This is an optimization exercise on Yosys and OpenROAD, whose aim is small area, not a production implementation. Where RTL was checked, it was by simulation tests only, not by an equivalence proof against the original. Power figures rest on the tool's default switching activity, not on a simulated workload.

==> build 16: inputs <==
## crosspoint
module crosspoint
(
  input clk_,
  input dat,
  input clear,
  input [47:0] inp,
  output [47:0] outp
);
==> module crosspoint, before the edit <==
module crosspoint
(
  input clk_,
  input dat,
  input clear,
  input [47:0] inp,
  output [47:0] outp
);
  reg [48*49-1:0] cfg;
  reg [3:0] bit_count;
  reg [6:0] hi;
  reg [5:0] res;
  wire full = (bit_count == 12);
  wire we = ~clear & full;
  wire [6:0] res49 = {1'b0, res} + 7'd49;
  wire [5:0] half = res[0] ? res49[6:1] : res[5:1];
  wire [6:0] sum = half + (dat ? 7'd39 : 7'd0);
  wire [5:0] res_next = (sum >= 7'd49) ? (sum - 7'd49) : sum[5:0];
  always @(posedge clk_) begin
    if (clear) begin
      bit_count <= 0;
      res <= 0;
    end else if (!full) begin
      hi <= {dat, hi[6:1]};
      res <= res_next;
      bit_count <= bit_count + 1;
    end
  end
  function [48*49-1:0] inverted;
    input dummy;
    integer k;
    begin
      for (k = 0; k < 48*49; k = k + 1)
        inverted[k] = (k % 49 == 0);
    end
  endfunction
  localparam [48*49-1:0] INV = inverted(1'b0);
  wire [48:0] csel;
  wire [73:0] h1, h0;
  wire [74*32-1:0] h1x, h0x;
  genvar a, i;
  generate
    for (a = 0; a < 49; a = a + 1) begin : g_c
      assign csel[a] = (res == a);
    end
    for (a = 0; a < 74; a = a + 1) begin : g_h
      assign h1[a] = we & dat & (hi == a);
      assign h0[a] = we & ~dat & (hi == a);
      assign h1x[a*32 +: 32] = {32{h1[a]}};
      assign h0x[a*32 +: 32] = {32{h0[a]}};
    end
  endgenerate
  wire [48*49-1:0] cx = {48{csel}};
  wire [48*49-1:0] w1 = h1x[48*49-1:0] & cx;
  wire [48*49-1:0] w0 = h0x[48*49-1:0] & cx;
  wire [48*49-1:0] set = (w1 & ~INV) | (w0 & INV);
  wire [48*49-1:0] rst = (w0 & ~INV) | (w1 & INV);
  always @(posedge clk_)
    cfg <= (cfg & ~rst) | set;
  generate
    for (i = 0; i < 48; i = i + 1) begin : g_o
      assign outp[i] = ~cfg[i*49] | (|(cfg[i*49+1 +: 48] & inp));
    end
  endgenerate
endmodule
export LEC_CHECK = 0
export ABC_AREA = 1
export CAP_MARGIN = 20
export CORE_MARGIN = 2
export CORE_UTILIZATION = 55
export PLACE_DENSITY = 0.65
export SLEW_MARGIN = 20
create_clock -name core_clock -period 10.0 [get_ports {clk_}]
standard.sh (not shown) runs the stock make flow with config.mk's settings and CLKGATE_MAP_FILE= SYNTH_SCRIPT=/design/flow/synth_recipe.tcl, a recipe that flattens the netlist after the stock synthesis.
==> flow/flow/run.sh <==
#!/bin/bash
# Layout with a hand-mapped netlist: run the standard synthesis (for its
# registers and protocol logic), replace the configuration array and output
# logic by gen_netlist.py's, then run the standard ORFS steps from there.
set -euo pipefail
cd "$(dirname "$0")/.."
R=orfs/results/${FLOW_PLATFORM}/crosspoint/base
bash standard.sh synth > synth_standard.log 2>&1
cp -p $R/1_2_yosys.v $R/1_2_yosys.standard.v
python3 flow/gen_netlist.py mod49 $R/1_2_yosys.standard.v $R/1_2_yosys.hand.v > gen_netlist.log 2>&1
sleep 1
cp $R/1_2_yosys.hand.v $R/1_2_yosys.v
CTS="-sink_clustering_enable -repair_clock_nets -dont_use_dummy_load"
CTS="$CTS -buf_list {sky130_fd_sc_hd__clkbuf_4 sky130_fd_sc_hd__clkbuf_8} -root_buf sky130_fd_sc_hd__clkbuf_8"
CTS="$CTS -sink_clustering_size 12 -sink_clustering_max_diameter 40"
bash standard.sh "CTS_ARGS=$CTS" "BUFFER_PORTS_ARGS=-buffer_cell sky130_fd_sc_hd__buf_1" finish > layout.log 2>&1
Other scripts of this flow, unchanged in this note and not shown: flow/flow/gen_netlist.py
==> build 67 (differences from build 16) <==
==> flow/design.v (replaced) <==
module crosspoint
(
  input clk_,
  input dat,
  input clear,
  input [47:0] inp,
  output [47:0] outp
);
  reg [48*49-1:0] cfg;
  reg [3:0] bit_count;
  reg [11:0] addr;
  wire full = (bit_count == 12);
  wire we = ~clear & full;
  always @(posedge clk_) begin
    if (clear) begin
      bit_count <= 0;
    end else if (!full) begin
      addr <= {dat, addr[11:1]};
      bit_count <= bit_count + 1;
    end
  end
  function [48*49-1:0] inverted;
    input dummy;
    integer k;
    begin
      for (k = 0; k < 48*49; k = k + 1)
        inverted[k] = (k % 49 == 0);
    end
  endfunction
  localparam [48*49-1:0] INV = inverted(1'b0);
  wire [63:0] msel;
  wire [36:0] g1, g0;
  wire [37*64-1:0] g1x, g0x;
  genvar a, i;
  generate
    for (a = 0; a < 64; a = a + 1) begin : g_m
      assign msel[a] = (addr[5:0] == a);
    end
    for (a = 0; a < 37; a = a + 1) begin : g_g
      assign g1[a] = we & dat & (addr[11:6] == a);
      assign g0[a] = we & ~dat & (addr[11:6] == a);
      assign g1x[a*64 +: 64] = {64{g1[a]}};
      assign g0x[a*64 +: 64] = {64{g0[a]}};
    end
  endgenerate
  wire [37*64-1:0] w1 = g1x & {37{msel}};
  wire [37*64-1:0] w0 = g0x & {37{msel}};
  wire [48*49-1:0] set = (w1[48*49-1:0] & ~INV) | (w0[48*49-1:0] & INV);
  wire [48*49-1:0] rst = (w0[48*49-1:0] & ~INV) | (w1[48*49-1:0] & INV);
  always @(posedge clk_)
    cfg <= (cfg & ~rst) | set;
  generate
    for (i = 0; i < 48; i = i + 1) begin : g_o
      assign outp[i] = ~cfg[i*49] | (|(cfg[i*49+1 +: 48] & inp));
    end
  endgenerate
endmodule
--- a/flow/flow/run.sh
+++ b/flow/flow/run.sh
@@ -7,7 +7,7 @@
 R=orfs/results/${FLOW_PLATFORM}/crosspoint/base
 bash standard.sh synth > synth_standard.log 2>&1
 cp -p $R/1_2_yosys.v $R/1_2_yosys.standard.v
-python3 flow/gen_netlist.py mod49 $R/1_2_yosys.standard.v $R/1_2_yosys.hand.v > gen_netlist.log 2>&1
+python3 flow/gen_netlist.py grid64 $R/1_2_yosys.standard.v $R/1_2_yosys.hand.v > gen_netlist.log 2>&1
 sleep 1
 cp $R/1_2_yosys.hand.v $R/1_2_yosys.v
 CTS="-sink_clustering_enable -repair_clock_nets -dont_use_dummy_load"
==> comparison <==
Of build 67 and build 16, build 67 has the higher clock power (gap about 0.7%, measured against build 16).
Of build 67 and build 16, build 16 has the higher die area (gap about 1.1%, measured against build 16).
Against build 16, the flip-flop and latch count of build 67 is lower by 1.
Synthesized cell count: build 67 is smaller than build 16 (2.0%).
In combinational power, build 16 is at 2.8 times the value of build 67.
Between build 67 and build 16, the lower design area is in build 67 (gap about 1.2%, measured against build 16).
==> figures <==
Outcome: build 67 timing/DRC/antenna clean; build 16 timing/DRC/antenna clean
Routed wire length: build 67 388,000 um; build 16 334,000 um
Switching portion of total power: build 67 23.9%; build 16 27.3%
Post-Layout Inst Area: build 67 0.0908 mm2; build 16 0.0919 mm2
R2R Path End: build 67 cfg[1543]; build 16 cfg[920]
Routed length per placed instance: build 67 35.6 um; build 16 30.2 um
Final standard cell count with taps included and fillers excluded: build 67 10.9k; build 16 11.0k
Worst hold path endpoint: build 67 cfg[382]; build 16 cfg[431]
Number of global-route vias before repair: build 67 74.1k; build 16 73.6k
Net Sw Power: build 67 3.81 mW; build 16 4.62 mW
Register-to-register setup slack: build 67 5.87 ns; build 16 5.81 ns
Number of detailed-routing iterations run before antenna repair: build 67 14; build 16 11
Number of vias per cell: build 67 7.72; build 16 7.35
Number of flip-flops and latches: build 67 2,368; build 16 2,369
No functional check of the RTL was part of build 16.

[re-timing with driven ports]
Ports are ideal in the flow. The routed layouts listed here were re-timed in OpenROAD. Step 1, drivers: a clkbuf_16 drives clk_ and a buf_2 each remaining input, both assumed. Step 2 times the ports against the registers' clock, not the clock port: input delays grow and output delays shrink by t, the midpoint of the rising clock arrivals with the driver on. Three values: ideal ports, drivers, drivers and shift; two values: the first two.
run | shift t [ns] | slack for setup (ns) | hold WS [ns] | latest minus earliest clock arrival (ns) | slew at the worst register clock pin (ns)
build 16 | 1.081 | 2.961 / 2.936 / 2.936 | 0.476 / 0.476 / 0.476 | 0.077 / 0.077 | 0.08 / 0.08
build 67 | 1.083 | 2.819 / 2.794 / 2.794 | 0.480 / 0.480 / 0.480 | 0.093 / 0.093 | 0.08 / 0.08
After both steps setup and hold are still met in every run listed.
